From an optimization exercise on the open Yosys and OpenROAD flow, aimed at small area; shortcuts taken in it are not production practice.
No run shown here included a check of the RTL's function; only the layout flow was run.
Power is estimated from default activity; no workload was simulated.

==> design.v <==
module tm_and2(input a, input b, output y);
  assign y = a & b;
endmodule
module tm_and3(input a, input b, input c, output y);
  assign y = a & b & c;
endmodule
module tm_and4(input a, input b, input c, input d, output y);
  assign y = a & b & c & d;
endmodule
module tm_nand4(input a, input b, input c, input d, output y);
  assign y = ~(a & b & c & d);
endmodule
module tm_nor2(input a, input b, output y);
  assign y = ~(a | b);
endmodule
module tm_nand2(input a, input b, output y);
  assign y = ~(a & b);
endmodule
module tm_carry4n(input ci, input [2:0] r, output [3:1] tn);
  assign tn[1] = ~(ci & r[0]);
  assign tn[2] = ~(ci & r[0] & r[1]);
  assign tn[3] = ~(ci & r[0] & r[1] & r[2]);
endmodule
module tm_cnt_bit(input r, input t, input d, input wr, input keep, input ovf,
                  output y, output e);
  wire x = r ^ t;               
  assign y = (wr & d) | (keep & x);
  assign e = ~(x ^ ovf);
endmodule
module tm_cnt_bitn(input r, input tn, input d, input wr, input keep, input ovf,
                   output y, output e);
  wire x = ~(r ^ tn);
  assign y = (wr & d) | (keep & x);
  assign e = ~(x ^ ovf);
endmodule
module tm_rd_bit(input o, input c, input r, input so, input sc, input sr,
                 output y);
  assign y = (o & so) | (r & sr) | (c & sc);
endmodule
module timerWrapper(PCLK, PENABLE, PSEL, PRESETN, PWRITE, PREADY, PSLVERR,
                    PADDR, PWDATA, PRDATA);
input PCLK, PENABLE, PSEL, PRESETN, PWRITE;
input  [31:0] PWDATA;
input  [7:0] PADDR;
output [31:0] PRDATA;
output PREADY, PSLVERR;
assign PREADY = 1'b1;
assign PSLVERR = 1'b0;
reg [31:0] overflowReg;
reg [31:0] controlReg;
reg [31:0] cnt_q;
reg        cnt_inc;        
reg        cnt_zero;       
reg        overflowReset;  
wire wr     = PSEL & PENABLE & PWRITE;
wire wr_ovf = wr & ~PADDR[3] & ~PADDR[2];
wire wr_cnt = wr & ~PADDR[3] &  PADDR[2];
wire wr_ctl = wr &  PADDR[3] & ~PADDR[2];
wire [31:0] wdata = PWDATA & {32{PRESETN}};
wire [6:0] bp;
wire [7:0] bc;
wire       g03;
genvar i;
generate
  for (i = 0; i < 7; i = i + 1) begin : prop
    tm_and4 u_p(.a(cnt_q[4*i]), .b(cnt_q[4*i+1]), .c(cnt_q[4*i+2]),
                .d(cnt_q[4*i+3]), .y(bp[i]));
  end
endgenerate
assign bc[0] = cnt_inc;
tm_and2 u_bc1(.a(cnt_inc), .b(bp[0]), .y(bc[1]));
tm_and3 u_bc2(.a(cnt_inc), .b(bp[0]), .c(bp[1]), .y(bc[2]));
tm_and4 u_bc3(.a(cnt_inc), .b(bp[0]), .c(bp[1]), .d(bp[2]), .y(bc[3]));
tm_and4 u_g03(.a(bp[0]), .b(bp[1]), .c(bp[2]), .d(bp[3]), .y(g03));
tm_and2 u_bc4(.a(cnt_inc), .b(g03), .y(bc[4]));
tm_and3 u_bc5(.a(cnt_inc), .b(g03), .c(bp[4]), .y(bc[5]));
tm_and4 u_bc6(.a(cnt_inc), .b(g03), .c(bp[4]), .d(bp[5]), .y(bc[6]));
tm_and4 u_bc7(.a(bc[4]), .b(bp[4]), .c(bp[5]), .d(bp[6]), .y(bc[7]));
wire        keep = ~wr_cnt & ~cnt_zero;
wire [31:0] cnt_d;
wire [31:0] eq;
generate
  for (i = 0; i < 8; i = i + 1) begin : blk
    wire [3:1] tn;
    tm_carry4n u_c(.ci(bc[i]), .r(cnt_q[4*i+2:4*i]), .tn(tn));
    tm_cnt_bit u_b0(.r(cnt_q[4*i]), .t(bc[i]), .d(PWDATA[4*i]), .wr(wr_cnt),
                    .keep(keep), .ovf(overflowReg[4*i]), .y(cnt_d[4*i]),
                    .e(eq[4*i]));
    tm_cnt_bitn u_b1(.r(cnt_q[4*i+1]), .tn(tn[1]), .d(PWDATA[4*i+1]), .wr(wr_cnt),
                     .keep(keep), .ovf(overflowReg[4*i+1]), .y(cnt_d[4*i+1]),
                     .e(eq[4*i+1]));
    tm_cnt_bitn u_b2(.r(cnt_q[4*i+2]), .tn(tn[2]), .d(PWDATA[4*i+2]), .wr(wr_cnt),
                     .keep(keep), .ovf(overflowReg[4*i+2]), .y(cnt_d[4*i+2]),
                     .e(eq[4*i+2]));
    tm_cnt_bitn u_b3(.r(cnt_q[4*i+3]), .tn(tn[3]), .d(PWDATA[4*i+3]), .wr(wr_cnt),
                     .keep(keep), .ovf(overflowReg[4*i+3]), .y(cnt_d[4*i+3]),
                     .e(eq[4*i+3]));
  end
endgenerate
wire [7:0] eqn1;
wire [3:0] eq2;
wire [1:0] eqn3;
wire       eq_all;
generate
  for (i = 0; i < 8; i = i + 1) begin : cmp1
    tm_nand4 u(.a(eq[4*i]), .b(eq[4*i+1]), .c(eq[4*i+2]), .d(eq[4*i+3]), .y(eqn1[i]));
  end
  for (i = 0; i < 4; i = i + 1) begin : cmp2
    tm_nor2 u(.a(eqn1[2*i]), .b(eqn1[2*i+1]), .y(eq2[i]));
  end
  for (i = 0; i < 2; i = i + 1) begin : cmp3
    tm_nand2 u(.a(eq2[2*i]), .b(eq2[2*i+1]), .y(eqn3[i]));
  end
endgenerate
tm_nor2 u_cmp4(.a(eqn3[0]), .b(eqn3[1]), .y(eq_all));
wire hit = cnt_zero ? ~|overflowReg : eq_all;
always @(posedge PCLK) begin
  if (wr_ovf | ~PRESETN) overflowReg <= wdata;
  if (wr_ctl | ~PRESETN) controlReg  <= wdata;
  cnt_q <= cnt_d;
end
always @(posedge PCLK) begin
  if (~PRESETN) begin
    cnt_inc       <= 1'b0;
    cnt_zero      <= 1'b1;
    overflowReset <= 1'b0;
  end else begin
    overflowReset <= wr_ovf;
    if (overflowReset) begin
      cnt_inc  <= 1'b0;
      cnt_zero <= 1'b1;
    end else if (wr_cnt | ~controlReg[0]) begin
      cnt_inc  <= 1'b0;
      cnt_zero <= 1'b0;
    end else begin
      cnt_inc  <= ~hit;
      cnt_zero <= hit;
    end
  end
end
wire sel_ovf = ~PADDR[3] & ~PADDR[2];
wire sel_cnt = ~PADDR[3] &  PADDR[2];
wire sel_ctl =  PADDR[3];
generate
  for (i = 0; i < 32; i = i + 1) begin : rd
    tm_rd_bit u_r(.o(overflowReg[i]), .c(controlReg[i]), .r(cnt_q[i]),
                  .so(sel_ovf), .sc(sel_ctl), .sr(sel_cnt), .y(PRDATA[i]));
  end
endgenerate
endmodule
==> flow/run.sh <==
#!/bin/bash
# Standard ORFS layout (the standard.sh), with the port buffers made of the
# smallest buffer cell instead of the one buffer_ports picks by default.
set -euo pipefail
export BUFFER_PORTS_ARGS="-buffer_cell sky130_fd_sc_hd__buf_1"
bash standard.sh finish > standard.log 2>&1
==> standard.sh <==
#!/bin/bash
# synth_recipe.tcl (not shown) runs the flow's synth.tcl, then flattens the netlist and writes it again
# the make line also repeats each setting of config.mk as NAME=value (left out here)
make -C /OpenROAD-flow-scripts/flow DESIGN_CONFIG=/design/flow/config.mk WORK_HOME=/design/flow/orfs CLKGATE_MAP_FILE= SYNTH_SCRIPT=/design/flow/synth_recipe.tcl "${@:-finish}"
==> config.mk <==
export PLATFORM = sky130hd
export DESIGN_NAME = timerWrapper
export DESIGN_NICKNAME = timerWrapper
export VERILOG_FILES = /design/flow/design.v
export SDC_FILE = /design/flow/constraint.sdc
export NUM_CORES = 4
export LEC_CHECK = 0
export CAP_MARGIN = 20
export CORE_MARGIN = 2
export CORE_UTILIZATION = 40
export CTS_BUF_LIST = sky130_fd_sc_hd__clkbuf_4 sky130_fd_sc_hd__clkbuf_8
export GPL_TIMING_DRIVEN = 0
export SLEW_MARGIN = 20
export SYNTH_HIERARCHICAL = 1
==> constraint.sdc <==
create_clock -name core_clock -period 3.0 [get_ports {PCLK}]
set_input_delay 0.6000 -clock core_clock [delete_from_list [all_inputs] [get_ports {PCLK}]]
set_output_delay 0.6000 -clock core_clock [all_outputs]
set_load 0.01 [all_outputs]
==> reports/qor.log, run 1 <==
[place] placer's final routability congestion estimate 0.854
[global_route] first-pass GRT wire length 18900 um
[detailed_routing] Detailed Route WL 12000 um
[clocking] clock-pin slew of the registers on the worst-case setup and hold paths 0.09 ns
[hold_path] cell depth of the worst hold path 2
[synthesis] post-synthesis average cell area 12.2 um2
[die] Die Ht 112 um
[power_and_ir_drop] Max VDD drop 0.368 mV
[worst_setup_path] arrival time of data at the critical path endpoint 3.11 ns
[worst_setup_path] FF-to-FF End cnt_inc
[global_route] total global routing overflow 0
[clocking] Clock Tree Buf Depth 2
[die] Rows 39
[global_route] number of global-route vias before repair 3470
[worst_setup_path] Worst Reg-to-Reg Cells 14
[sta] count of pins over their slew limit 0
[synthesis] proportion of synthesized chip area in sequential cells 56.7%
[sta] Final Hold Vio Count 0
[layout] Non-Filler Instances 619
[clocking] CTS tree built
[worst_setup_path] Critical Path Source Type flop
[layout] post-synthesis to final-layout area growth 19.7%
[die] Chip Width 112 um
[synthesis] leading cell types by total area after synthesis edfxtp_1, dfxtp_1, xnor2_1, a222oi_1, a22o_1
[sta] smallest setup slack after layout 0.161 ns
[sta] Highest Clock Rate 352 MHz
[synthesis] number of enable-type register cells in the synthesized netlist 64
[detailed_routing] residual antenna-violating net count after detailed routing 0
[detailed_routing] Vias/cell 5.64
[synthesis] Post-synth ARST share 0%
[worst_setup_path] worst setup path startpoint cnt_q[6]
[layout] fraction of layout cells with a size suffix above 1 9.45%
[synthesis] commonest register cell after synthesis edfxtp_1
[hold_path] min-delay worst type flop to flop
[synthesis] total standard cell area after synthesis 4630 um2
[place] detailed-placement wirelength estimate 8430 um
[hold_path] hold path endpoint cnt_zero
[clocking] sinks on the clock net 99
[detailed_routing] total iterations of the first detailed-routing run 9
[place] Post-Place Setup Slack -0.158 ns
[global_route] aggregate global-route resource usage 19.8%
[detailed_routing] vias after detailed routing 3490
[sta] minimum clock period 2.84 ns
[sta] final cycle utilization of the critical path 94.6%
[sta] Min Hold Slack 0.455 ns
[global_route] largest net degree at the start of global routing 25
[global_route] number of antenna violations at the first check in global routing 0
[worst_setup_path] worst-path maximum fanout 5
[synthesis] library cell with the largest summed area after synthesis edfxtp_1
[worst_setup_path] internal reg-to-reg setup slack 0.16 ns
[die] number of top-level pins 79
[clocking] # hold bufs at CTS 0
[sta] Slew Limit Headroom 53.6%
[die] core region area 11400 um2
[detailed_routing] average routed wire per standard cell 19.4 um
[die] total die area 12400 um2
[clocking] CTS H-tree lvls 3
[clocking] clock latency on the worst-skew pair 0.37 ns
[worst_setup_path] category of the critical setup timing path flop to flop
[worst_setup_path] launching point of the worst reg2reg path cnt_q[6]
[clocking] total CTS buffers 9
[run_status] result of the run timing/DRC/antenna clean
[detailed_routing] First DRT Iteration DRCs 263
[hold_path] launch point of the worst hold path overflowReset
[clocking] cell at the root of the clock tree clkbuf_8
[layout] total inserted antenna cells 0
[sta] clock tree skew after final layout 0.00820 ns
[place] count of input and output buffers 70
[worst_setup_path] data required time at the worst endpoint 3.28 ns
[detailed_routing] DRC errors left 0
[layout] NumNets Final 516
[place] number of instances in the placed design 602
[synthesis] YS warnings 7
[synthesis] Post-Synthesis Net Count 425
[power_and_ir_drop] leakage power figure 1.96 nW
[synthesis] most frequently used cell type in the post-synthesis netlist edfxtp_1
[synthesis] top cells by count, synth edfxtp_1, xnor2_1, dfxtp_1
[sta] actual slew at the worst max-slew pin 0.695 ns
[synthesis] Synth Register Bits 99
[worst_setup_path] crit path capture type flop
[job] Max-cap violations 0
[synthesis] Mapped Cells 380
[synthesis] portion of synthesized cell area occupied by the leading cell type 41.5%
[power_and_ir_drop] PwrDens 500 nW/um2
[synthesis] synth unique cells 27
[sta] final setup violation count 0
[die] effective utilization at floorplan 40.7%
[sta] setup repair after global routing missed its margin no
[timing repair]
action	in CTS	in global routing
gates resized for setup	7	5
buffers inserted	0	1
endpoints found under the setup margin	2	2
hold endpoints to repair	0	0
pin swaps	0	1
[stage by stage]
stage | TNS (ns) | utilization, % | power, W | instance area (um2)
2_1_floorplan | 0 | - | 0.00183 | 4640
4_1_cts | 0 | 48.5 | 0.00279 | 5510
5_1_grt | 0 | 48.7 | 0.00287 | 5540
6_report | 0 | 48.7 | 0.00277 | 5540
3_5_place_dp | -0.209 | 46.8 | 0.00201 | 5320
3_3_place_gp | -287.71 | 44.7 | 0.00197 | 5080
[worst max-delay path, cell delays in order, from the launching register on]
cell and delay, ns:
dfxtp_1 0.41, and4_1 0.28, and4_4 0.24, and2_4 0.18, and4_4 0.26, nand4_1 0.16
xnor2_2 0.21, xnor2_1 0.14, nand4_1 0.13, nor2_1 0.15, nand2_1 0.07, nor2_1 0.10
inv_1 0.04, o32a_1 0.18, and4b_1 0.18
[per-layer routing]
layer | up-vias | global-route usage, % | share of wire, %
met1 | 1724 | 27.0 | 45
met4 | 0 | 5.84 | 1.2
met3 | 11 | 4.30 | 5.0
met2 | 105 | 31.8 | 48
li1 | 1650 | - | -
met5 | - | 0 | 0
[cell usage in the layout, fill, tap and decap left out, types with 2 or more instances in the layout]
master and instances:
buf_1 69, edfxtp_1 64, xnor2_1 54, and2_1 33
inv_1 33, a22o_1 32, a222oi_1 32, dfxtp_1 31
nand4_1 17, nand2_1 12, nand3_1 10, clkbuf_8 10
xor2_1 8, and4_1 8, nor2_1 7, nor4_1 6
buf_16 5, dfxtp_2 4, clkbuf_1 3, buf_4 3
clkinvlp_4 3, buf_8 3, nor2_4 2, nand2b_1 2
conb_1 2, xnor2_2 2, and3_1 2, and4_4 2
[Yosys stat by module, one instance, submodules excluded, a selection]
module      area [um2]  flops+latches  copies in the design  cells inside
tm_rd_bit         13.8              0                    32             2
tm_and4           8.76              0                    11             1
tm_nor2           3.75              0                     5             1
tm_nand2          3.75              0                     2             1
tm_nand4          6.26              0                     8             1
tm_and2           6.26              0                     2             1
tm_cnt_bit        26.3              0                     8             3
tm_carry4n        15.0              0                     8             3
[logic make-up after synthesis]
logic type	share of synthesized area (%)
other	0.162
AND/OR/NAND/NOR	14.2
AO/OA/AOI/OAI	13.6
flip-flops	56.7
buffers and inverters	3.25
XOR/XNOR	12.1
[registers in the layout (all words and copies together), names as in the netlist]
register	count
cnt_inc	1
cnt_q	32
cnt_zero	1
controlReg	32
overflowReg	32
overflowReset	1
[worst max-delay path by stage]
stage / end / slack, ns
6_report: cnt_inc / 0.16
3_3_place_gp: cnt_q[25] / -2.96
3_5_place_dp: cnt_inc / -0.16
5_1_grt: cnt_inc / 0.01
4_1_cts: cnt_inc / 0.003
2_1_floorplan: cnt_q[0] / 0.03
[layout make-up]
class | count | area (um2)
Tap cell | 143 | 179
Fill cell | 1056 | 5830
Inverter | 33 | 124
Buffer | 5 | 26.3
Sequential cell | 99 | 2630
Clock buffer | 10 | 138
Timing Repair Buffer | 80 | 465
Clock inverter | 6 | 40.0
Multi-Input combinational cell | 243 | 1940
[where the power goes]
group	switching [W]	total [W]	internal [W]
logic	0.000200	0.000358	0.000157
clock network	0.000465	0.000788	0.000322
registers	0.0000714	0.00162	0.00155
total	0.000737	0.00277	0.00203
==> inputs of run 2 (changes only) <==
==> run.sh (new file) <==
#!/bin/bash
# synth_recipe.tcl (not shown) runs the flow's synth.tcl, then flattens the netlist and writes it again
# the make line also repeats each setting of config.mk as NAME=value (left out here)
make -C /OpenROAD-flow-scripts/flow DESIGN_CONFIG=/design/flow/config.mk WORK_HOME=/design/flow/orfs CLKGATE_MAP_FILE= SYNTH_SCRIPT=/design/flow/synth_recipe.tcl finish
removed: flow/run.sh
removed: standard.sh
==> run 2 against run 1 <==
Against the previous run: final cell count is 0.48% higher; area after synthesis stayed put; worst setup slack worse by 0.035 ns; wire length is 1.7% higher; non-clock buffer count is 3 higher; sequential power hardly changed; fmax is 1.2% lower; critical path depth is 7 lower; count of clock-buffer cells in the layout stayed put; synthesized cell count stayed put; utilization is 4.8 points higher; critical endpoint is now PRDATA[25]; highest routed layer unchanged.
==> reports/qor.log, run 2 <==
[hold_path] hold path endpoint cnt_zero [unchanged]
[sta] Final Hold Vio Count 0 [unchanged]
[place] count of input and output buffers 70 [unchanged]
[sta] Slew Limit Headroom 58.1% [was 53.6%]
[worst_setup_path] crit path capture type output port [was flop]
[global_route] total global routing overflow 0 [unchanged]
[layout] total inserted antenna cells 0 [unchanged]
[job] Max-cap violations 0 [unchanged]
[die] number of top-level pins 79 [unchanged]
[global_route] largest net degree at the start of global routing 25 [unchanged]
[hold_path] min-delay worst type flop to flop [unchanged]
[clocking] CTS H-tree lvls 3 [unchanged]
[worst_setup_path] worst-path maximum fanout 24 [was 5]
[place] Post-Place Setup Slack -0.234 ns [was -0.158 ns]
[place] number of instances in the placed design 604 [was 602]
[hold_path] cell depth of the worst hold path 2 [unchanged]
[synthesis] commonest register cell after synthesis edfxtp_1 [unchanged]
[worst_setup_path] Most Frequent Cell on Critical Path buf_16
[detailed_routing] average routed wire per standard cell 19.6 um [was 19.4 um]
[worst_setup_path] category of the critical setup timing path input pin to output port [was flop to flop]
[sta] minimum clock period 2.87 ns [was 2.84 ns]
[place] placer's final routability congestion estimate 0.780 [was 0.854]
[clocking] # hold bufs at CTS 0 [unchanged]
[synthesis] proportion of synthesized chip area in sequential cells 56.7% [unchanged]
[global_route] number of antenna violations at the first check in global routing 0 [unchanged]
[detailed_routing] residual antenna-violating net count after detailed routing 0 [unchanged]
[synthesis] YS warnings 7 [unchanged]
[die] total die area 12400 um2 [unchanged]
[worst_setup_path] critical path cell sequence buf_8 > buf_16 > nor2_4 > buf_16 > a222oi_1 > inv_1 > clkdlybuf4s50_1 [was and4_1 > and4_4 > and2_4 > and4_4 > nand4_1 > xnor2_2 > xnor2_1 > nand4_1 > nor2_1 > nand2_1 > nor2_1 > inv_1 > o32a_1 > and4b_1]
[layout] NumNets Final 519 [was 516]
[layout] fraction of layout cells with a size suffix above 1 12.1% [was 9.45%]
[worst_setup_path] launching point of the worst reg2reg path cnt_q[0] [was cnt_q[6]]
[synthesis] post-synthesis average cell area 12.2 um2 [unchanged]
[die] core region area 11400 um2 [unchanged]
[synthesis] most frequently used cell type in the post-synthesis netlist edfxtp_1 [unchanged]
[die] effective utilization at floorplan 40.7% [unchanged]
[synthesis] Synth Register Bits 99 [unchanged]
[synthesis] synth unique cells 27 [unchanged]
[sta] final setup violation count 0 [unchanged]
[detailed_routing] total iterations of the first detailed-routing run 6 [was 9]
[worst_setup_path] data required time at the worst endpoint 2.40 ns [was 3.28 ns]
[global_route] first-pass GRT wire length 19000 um [was 18900 um]
[worst_setup_path] FF-to-FF End cnt_inc [unchanged]
[synthesis] total standard cell area after synthesis 4630 um2 [unchanged]
[sta] Highest Clock Rate 348 MHz [was 352 MHz]
[layout] Non-Filler Instances 622 [was 619]
[clocking] total CTS buffers 9 [unchanged]
[detailed_routing] vias after detailed routing 3555 [was 3490]
[hold_path] launch point of the worst hold path overflowReset [unchanged]
[synthesis] library cell with the largest summed area after synthesis edfxtp_1 [unchanged]
[synthesis] Post-Synthesis Net Count 425 [unchanged]
[power_and_ir_drop] leakage power figure 2.19 nW [was 1.96 nW]
[worst_setup_path] Critical Path Source Type input pin [was flop]
[sta] count of pins over their slew limit 0 [unchanged]
[place] detailed-placement wirelength estimate 8590 um [was 8430 um]
[power_and_ir_drop] Max VDD drop 0.200 mV [was 0.368 mV]
[layout] most common cell after layout, fill and taps aside clkdlybuf4s50_1 [was buf_1]
[layout] registers with the most flip-flops cnt_q x32, controlReg x32, overflowReg x32 [unchanged]
[die] Rows 39 [unchanged]
[clocking] cell at the root of the clock tree clkbuf_8 [unchanged]
[detailed_routing] First DRT Iteration DRCs 339 [was 263]
[worst_setup_path] arrival time of data at the critical path endpoint 2.27 ns [was 3.11 ns]
[synthesis] Post-synth ARST share 0% [unchanged]
[synthesis] top cells by count, synth edfxtp_1, xnor2_1, dfxtp_1 [unchanged]
[power_and_ir_drop] PwrDens 496 nW/um2 [was 500 nW/um2]
[detailed_routing] Detailed Route WL 12200 um [was 12000 um]
[run_status] result of the run timing/DRC/antenna clean [unchanged]
[sta] final cycle utilization of the critical path 95.8% [was 94.6%]
[worst_setup_path] Worst Reg-to-Reg Cells 14 [unchanged]
[sta] smallest setup slack after layout 0.127 ns [was 0.161 ns]
[synthesis] portion of synthesized cell area occupied by the leading cell type 41.5% [unchanged]
[clocking] clock-pin slew of the registers on the worst-case setup and hold paths 0.09 ns [about the same]
[synthesis] leading cell types by total area after synthesis edfxtp_1, dfxtp_1, xnor2_1, a222oi_1, a22o_1 [unchanged]
[global_route] aggregate global-route resource usage 19.7% [was 19.8%]
[die] Chip Width 112 um [unchanged]
[synthesis] number of enable-type register cells in the synthesized netlist 64 [unchanged]
[layout] post-synthesis to final-layout area growth 31.6% [was 19.7%]
[detailed_routing] DRC errors left 0 [unchanged]
[synthesis] Mapped Cells 380 [unchanged]
[layout] highest-count cells in the layout ignoring fill and taps clkdlybuf4s50_1, edfxtp_1, xnor2_1 [was buf_1, edfxtp_1, xnor2_1]
[die] Die Ht 112 um [unchanged]
[clocking] Clock Tree Buf Depth 2 [unchanged]
[clocking] CTS tree built [unchanged]
[clocking] sinks on the clock net 99 [unchanged]
[worst_setup_path] longest individual stage delay on the worst path 0.49 ns [was 0.41 ns]
[sta] actual slew at the worst max-slew pin 0.629 ns [was 0.695 ns]
[worst_setup_path] internal reg-to-reg setup slack 0.19 ns [was 0.16 ns]
[worst_setup_path] cell type of the slowest stage on the worst timing path clkdlybuf4s50_1 [was dfxtp_1]
[global_route] number of global-route vias before repair 3490 [was 3470]
[detailed_routing] Vias/cell 5.72 [was 5.64]
[clocking] clock latency on the worst-skew pair 0.37 ns [about the same]
[sta] clock tree skew after final layout 0.0168 ns [was 0.00820 ns]
run 2: cell counts after synthesis:
Identical to the previous run, type by type.
run 2: kinds of logic after synthesis:
kind of cell / Yosys count / share of synthesized area (%)
xor gates and xnor gates: 64 / 12.1
and+or+nand+nor: 109 / 14.2
DFF: 99 / 56.7
AOI/OAI and AO/OA: 68 / 13.6
other: 2 / 0.162
buffers and inverters: 38 / 3.25
run 2: through the flow:
stage	TNS [ns]	instance area [um2]	power (W)	utilization, %	hold WS (ns)
finish	0	6090	0.00302	53.5	0.454
detailed placement	-4.34	5790	0.00210	50.9	0.434
CTS	0	6030	0.00304	53.0	0.458
global placement	-380.13	5520	0.00206	48.5	0.439
global route	-0.00968	6090	0.00313	53.5	0.481
floorplan	0	4640	0.00183	-	0.411
run 2: worst max path at each step:
stage	start	endpoint	slack, ns	depth (start not counted)
4_1_cts	cnt_q[2]	cnt_inc	0.02	14
3_5_place_dp	PADDR[2]	PRDATA[14]	-0.23	6
6_report	PADDR[3]	PRDATA[25]	0.13	7
5_1_grt	cnt_q[2]	cnt_inc	-0.01	14
3_3_place_gp	PADDR[3]	cnt_q[16]	-3.70	4
2_1_floorplan	PWRITE	cnt_q[0]	0.03	4
run 2: critical path: cells and delay by family:
family          cells  cell delay, ns
simple gates        1            0.11
buf+inv             5            1.13
compound gates      1            0.41
run 2: repair_timing:
| action | 4_1_cts | 5_1_grt |
|---|---|---|
| pin swaps | 0 | 2 |
| buffers inserted | 1 | 1 |
| endpoints found under the setup margin | 30 | 15 |
| gates resized for setup | 6 | 22 |
run 2: area by class of cell:
| type | count | area, um2 |
|---|---|---|
| fillers | 1018 | 5280 |
| flip-flops and latches | 99 | 2640 |
| multi-input cells | 243 | 1940 |
| repair buffers | 83 | 953 |
| well taps | 143 | 179 |
| clock buffers | 10 | 131 |
| inverters | 33 | 124 |
| clock inverters | 6 | 90.1 |
| plain buffers | 5 | 26.3 |
run 2: Yosys stat by module, one instance, submodules excluded, a selection:
module / area (um2) / times used
tm_and2: 6.26 / 2
timerWrapper: 3030 / 1
tm_carry4n: 15.0 / 8
tm_cnt_bit: 26.3 / 8
tm_nand4: 6.26 / 8
tm_rd_bit: 13.8 / 32
tm_and3: 6.26 / 2
tm_nand2: 3.75 / 2
tm_cnt_bitn: 26.3 / 24
tm_and4: 8.76 / 11
run 2: where the power goes:
group,leakage [nW],switching [W],internal [W]
Sequential,0.910,0.0000724,0.00155
Combinational,1.19,0.000203,0.000249
Clock,0.0982,0.000464,0.000479
run 2: per-layer routing:
layer / up-vias / GRT usage, % / wire length (um)
li1: 1661 / - / -
met2: 136 / 31.0 / 5820
met1: 1747 / 28.2 / 5370
met3: 11 / 3.38 / 910
met5: - / 0 / 0
met4: 0 / 5.51 / 103

==> static timing again, ports no longer ideal <==
The flow's constraints put no driver on any port. The routed layouts listed below were extracted and timed again, unchanged, in two steps. Step 1 sets driving cells, clkbuf_16 on the clock port and buf_2 on the other inputs (assumed; they add their load-dependent delay and slew). Step 2 adds t to the input delays and takes it off the output delays; t is the mean of the earliest and latest rising clock arrival at the registers after step 1. Input paths then give back, and output paths get back, about the clock's delay inside the block. Slacks: no drivers / after step 1 / after step 2; pairs: no drivers / after step 1.
run | shift t [ns] | setup slack, ns | clock arrival spread, ns | worst data-port slew with drivers (ns)
run 1 | 0.402 | 0.161 / 0.161 / 0.161 | 0.008 / 0.009 | 0.03
run 2 | 0.395 | 0.127 / 0.074 / 0.074 | 0.017 / 0.017 | 0.05
After both steps setup and hold are still met in every run listed. For run 2, which loses most, drivers alone change the setup slack by -0.053 ns; drivers and shift together by -0.053 ns.
